Background: an optimization exercise with open tools, aiming at small area. Do not read the settings as production practice. Function was checked by simulation only, so behaviour that the tests miss may differ from the original.

==> flow/design.v (excerpt) <==
module Controller_FIR (
    input  [7:0]  VPPG,
    input         Find_Setting,
    input         CLK,
    input         rst_n,
    output [6:0]  DC_Comp,
    output [3:0]  pga_Gain,
    output        LED_IR,
    output        LED_RED,
    output [19:0] Out_RED_Filtered,
    output [19:0] Out_IR_Filtered,
    output [3:0]  LED_Drive
);
Size: roughly 250 flip-flops, roughly 68 I/O pins, ~14000 um^2 of cells after synthesis.
Settings: LEC_CHECK=0, CAP_MARGIN=20, CORE_MARGIN=2, CORE_UTILIZATION=50, CTS_BUF_LIST=sky130_fd_sc_hd__clkbuf_8, CTS_CLUSTER_DIAMETER=60, CTS_CLUSTER_SIZE=30, SLEW_MARGIN=20; clock period 10.0 ns.
run.sh (not shown) runs the stock make flow with config.mk's settings and CLKGATE_MAP_FILE= SYNTH_SCRIPT=/design/flow/synth_recipe.tcl, a recipe that flattens the netlist after the stock synthesis.
==> next run, changes <==
CORE_UTILIZATION = 40   (was 50)
CTS_BUF_LIST = sky130_fd_sc_hd__clkbuf_4   (was sky130_fd_sc_hd__clkbuf_8)
CTS_CLUSTER_DIAMETER = unset   (was 60)
CTS_CLUSTER_SIZE = unset   (was 30)
Count of clock-buffer cells in the layout went up by 69.
Wire length is higher by 2.4%.
==> next run, changes <==
CTS_BUF_LIST = unset   (was sky130_fd_sc_hd__clkbuf_4)
After rerunning: Final cell count went down by 3.5%. Core utilization is about the same. Worst setup slack improved by 0.013 ns. Maximum frequency stays flat. Hold slack improved by 0.0067 ns. Cell area hardly moves. Wire length went down by 1.8%.

========
Setup of yarrow:
Another version of the RTL of Controller_FIR (not shown whole).
For scale: ~1,100 cells after synthesis, ~180 flip-flops, roughly 11,000 um^2 of cells after synthesis.
Settings: LEC_CHECK=0, ABC_AREA=1, CAP_MARGIN=20, CORE_MARGIN=2, CORE_UTILIZATION=50, SLEW_MARGIN=20; clock period 10.0 ns.
standard.sh (not shown) runs the stock make flow with config.mk's settings and CLKGATE_MAP_FILE= SYNTH_SCRIPT=/design/flow/synth_recipe.tcl, a recipe that flattens the netlist after the stock synthesis.
==> flow/flow/run.sh <==
#!/bin/bash
# Standard layout with two changes: the smallest plain buffer (buf_1) for the
# port buffers, and clock tree synthesis without dummy loads.
set -euo pipefail
export BUFFER_PORTS_ARGS="-buffer_cell sky130_fd_sc_hd__buf_1"
export CTS_ARGS="-sink_clustering_enable -repair_clock_nets -sink_clustering_size 45 -sink_clustering_max_diameter 100 -buf_list sky130_fd_sc_hd__clkbuf_16 -dont_use_dummy_load"
bash standard.sh finish > flow_make.log 2>&1
--- input diff yarrow..raven ---
==> flow/flow/run.sh <==
#!/bin/bash
# Standard layout with two changes: the smallest plain buffer (buf_1) for the
# port buffers, and clock tree synthesis without dummy loads.
set -euo pipefail
export BUFFER_PORTS_ARGS="-buffer_cell sky130_fd_sc_hd__buf_1"
export CTS_ARGS="-sink_clustering_enable -repair_clock_nets -sink_clustering_size 36 -sink_clustering_max_diameter 80 -buf_list sky130_fd_sc_hd__clkbuf_8 -dont_use_dummy_load"
bash standard.sh finish > flow_make.log 2>&1
--- outcome ---
Status: fmax parity (yarrow, raven). The global-route usage of raven and that of yarrow are within noise of each other. Summary of raven over yarrow: clock skew saw an increase.
Input changes introduced in lagoon (baseline for comparison: raven):
# raven
export LEC_CHECK = 0
export ABC_AREA = 1
export CAP_MARGIN = 20
export CORE_MARGIN = 2
export CORE_UTILIZATION = 50
export SLEW_MARGIN = 20
create_clock -name core_clock -period 10.0 [get_ports {CLK}]
# lagoon
export LEC_CHECK = 0
export ABC_AREA = 1
export CAP_MARGIN = 20
export CORE_MARGIN = 2
export CORE_UTILIZATION = 50
export CTS_BUF_LIST = sky130_fd_sc_hd__clkbuf_8
export CTS_CLUSTER_DIAMETER = 50
export CTS_CLUSTER_SIZE = 24
export SLEW_MARGIN = 20
create_clock -name core_clock -period 10.0 [get_ports {CLK}]
==> flow/run.sh (new file) <==
#!/bin/bash
# synth_recipe.tcl (not shown) runs the flow's synth.tcl, then flattens the netlist and writes it again
# the make line also repeats each setting of config.mk as NAME=value (left out here)
make -C /OpenROAD-flow-scripts/flow DESIGN_CONFIG=/design/flow/config.mk WORK_HOME=/design/flow/orfs CLKGATE_MAP_FILE= SYNTH_SCRIPT=/design/flow/synth_recipe.tcl finish
removed: flow/flow/run.sh
removed: flow/standard.sh
### Flow results
Diff raven -> lagoon: via count increased by about 0.37% relative to the old numbers, maximum frequency barely changed, wire length on met3 decreased 19%, wire length after detailed routing climbed 1.7%.
Going from raven to lagoon, global routing usage summed across all routing layers grows by 0.42 points.
Against raven as the reference, lagoon delivers a higher number of global-route vias before repair.
| met1 track demand over resource | lagoon vs raven | 0.53 points higher |
Relative to lagoon, the following input files were edited for indigo:
# lagoon
export LEC_CHECK = 0
export ABC_AREA = 1
export CAP_MARGIN = 20
export CORE_MARGIN = 2
export CORE_UTILIZATION = 50
export CTS_BUF_LIST = sky130_fd_sc_hd__clkbuf_8
export CTS_CLUSTER_DIAMETER = 50
export CTS_CLUSTER_SIZE = 24
export SLEW_MARGIN = 20
create_clock -name core_clock -period 10.0 [get_ports {CLK}]
# indigo
export LEC_CHECK = 0
export ABC_AREA = 1
export CAP_MARGIN = 20
export CORE_MARGIN = 2
export CORE_UTILIZATION = 50
export SLEW_MARGIN = 20
create_clock -name core_clock -period 10.0 [get_ports {CLK}]
==> flow/flow/run.sh (new file) <==
#!/bin/bash
# Standard layout with two changes: the smallest plain buffer (buf_1) for the
# port buffers, and clock tree synthesis without dummy loads.
set -euo pipefail
export BUFFER_PORTS_ARGS="-buffer_cell sky130_fd_sc_hd__buf_1"
export CTS_ARGS="-sink_clustering_enable -repair_clock_nets -sink_clustering_size 24 -sink_clustering_max_diameter 50 -buf_list sky130_fd_sc_hd__clkbuf_8 -dont_use_dummy_load"
bash standard.sh finish > flow_make.log 2>&1
==> flow/standard.sh (new file) <==
#!/bin/bash
# synth_recipe.tcl (not shown) runs the flow's synth.tcl, then flattens the netlist and writes it again
# the make line also repeats each setting of config.mk as NAME=value (left out here)
make -C /OpenROAD-flow-scripts/flow DESIGN_CONFIG=/design/flow/config.mk WORK_HOME=/design/flow/orfs CLKGATE_MAP_FILE= SYNTH_SCRIPT=/design/flow/synth_recipe.tcl "${@:-finish}"
removed: flow/run.sh
Notes after the runs:
Clock period minus worst slack delta for indigo relative to lagoon: 0.0067 ns lower. lagoon -> indigo: area fraction in compound gates after synthesis delta 0, exact match. Fraction of layout cells with a size suffix above 1 is lower on indigo. Min core utilization across lagoon and indigo: indigo. On critical path depth: between lagoon and indigo, it ends up higher for lagoon. Delta (indigo minus lagoon): final worst hold slack went down by 0.014 ns; wire length of the first global-routing pass moved down; worst setup timing slack at the placement stage went down.

-- port drivers added, routing unchanged --
The flow's constraints put no driver on any port. The routed layouts listed below were extracted and timed again, unchanged, in two steps. Step 1: set_driving_cell puts a clkbuf_16 on CLK and a buf_2 on each other input, an assumption about the parent block. Step 2 also shifts input and output timing later by t, the mid clock arrival at the registers, as if the neighbouring blocks saw the same clock. Slacks: ideal / step 1 / step 2; pairs: ideal / step 1.
run | t (ns) | setup slack, ns | slew at the worst register clock pin (ns)
the first run of note 1 | 0.611 | 0.425 / 0.425 / 0.425 | 0.11 / 0.11
the second run of note 1 | 0.754 | 0.447 / 0.447 / 0.447 | 0.07 / 0.07
the third run of note 1 | 0.593 | 0.459 / 0.459 / 0.459 | 0.06 / 0.06
yarrow | 0.472 | 0.478 / 0.478 / 0.478 | 0.08 / 0.08
raven | 0.502 | 0.470 / 0.470 / 0.470 | 0.11 / 0.11
lagoon | 0.522 | 0.463 / 0.463 / 0.463 | 0.12 / 0.12
indigo | 0.502 | 0.470 / 0.470 / 0.470 | 0.11 / 0.11
After both steps setup and hold are still met in every run listed.
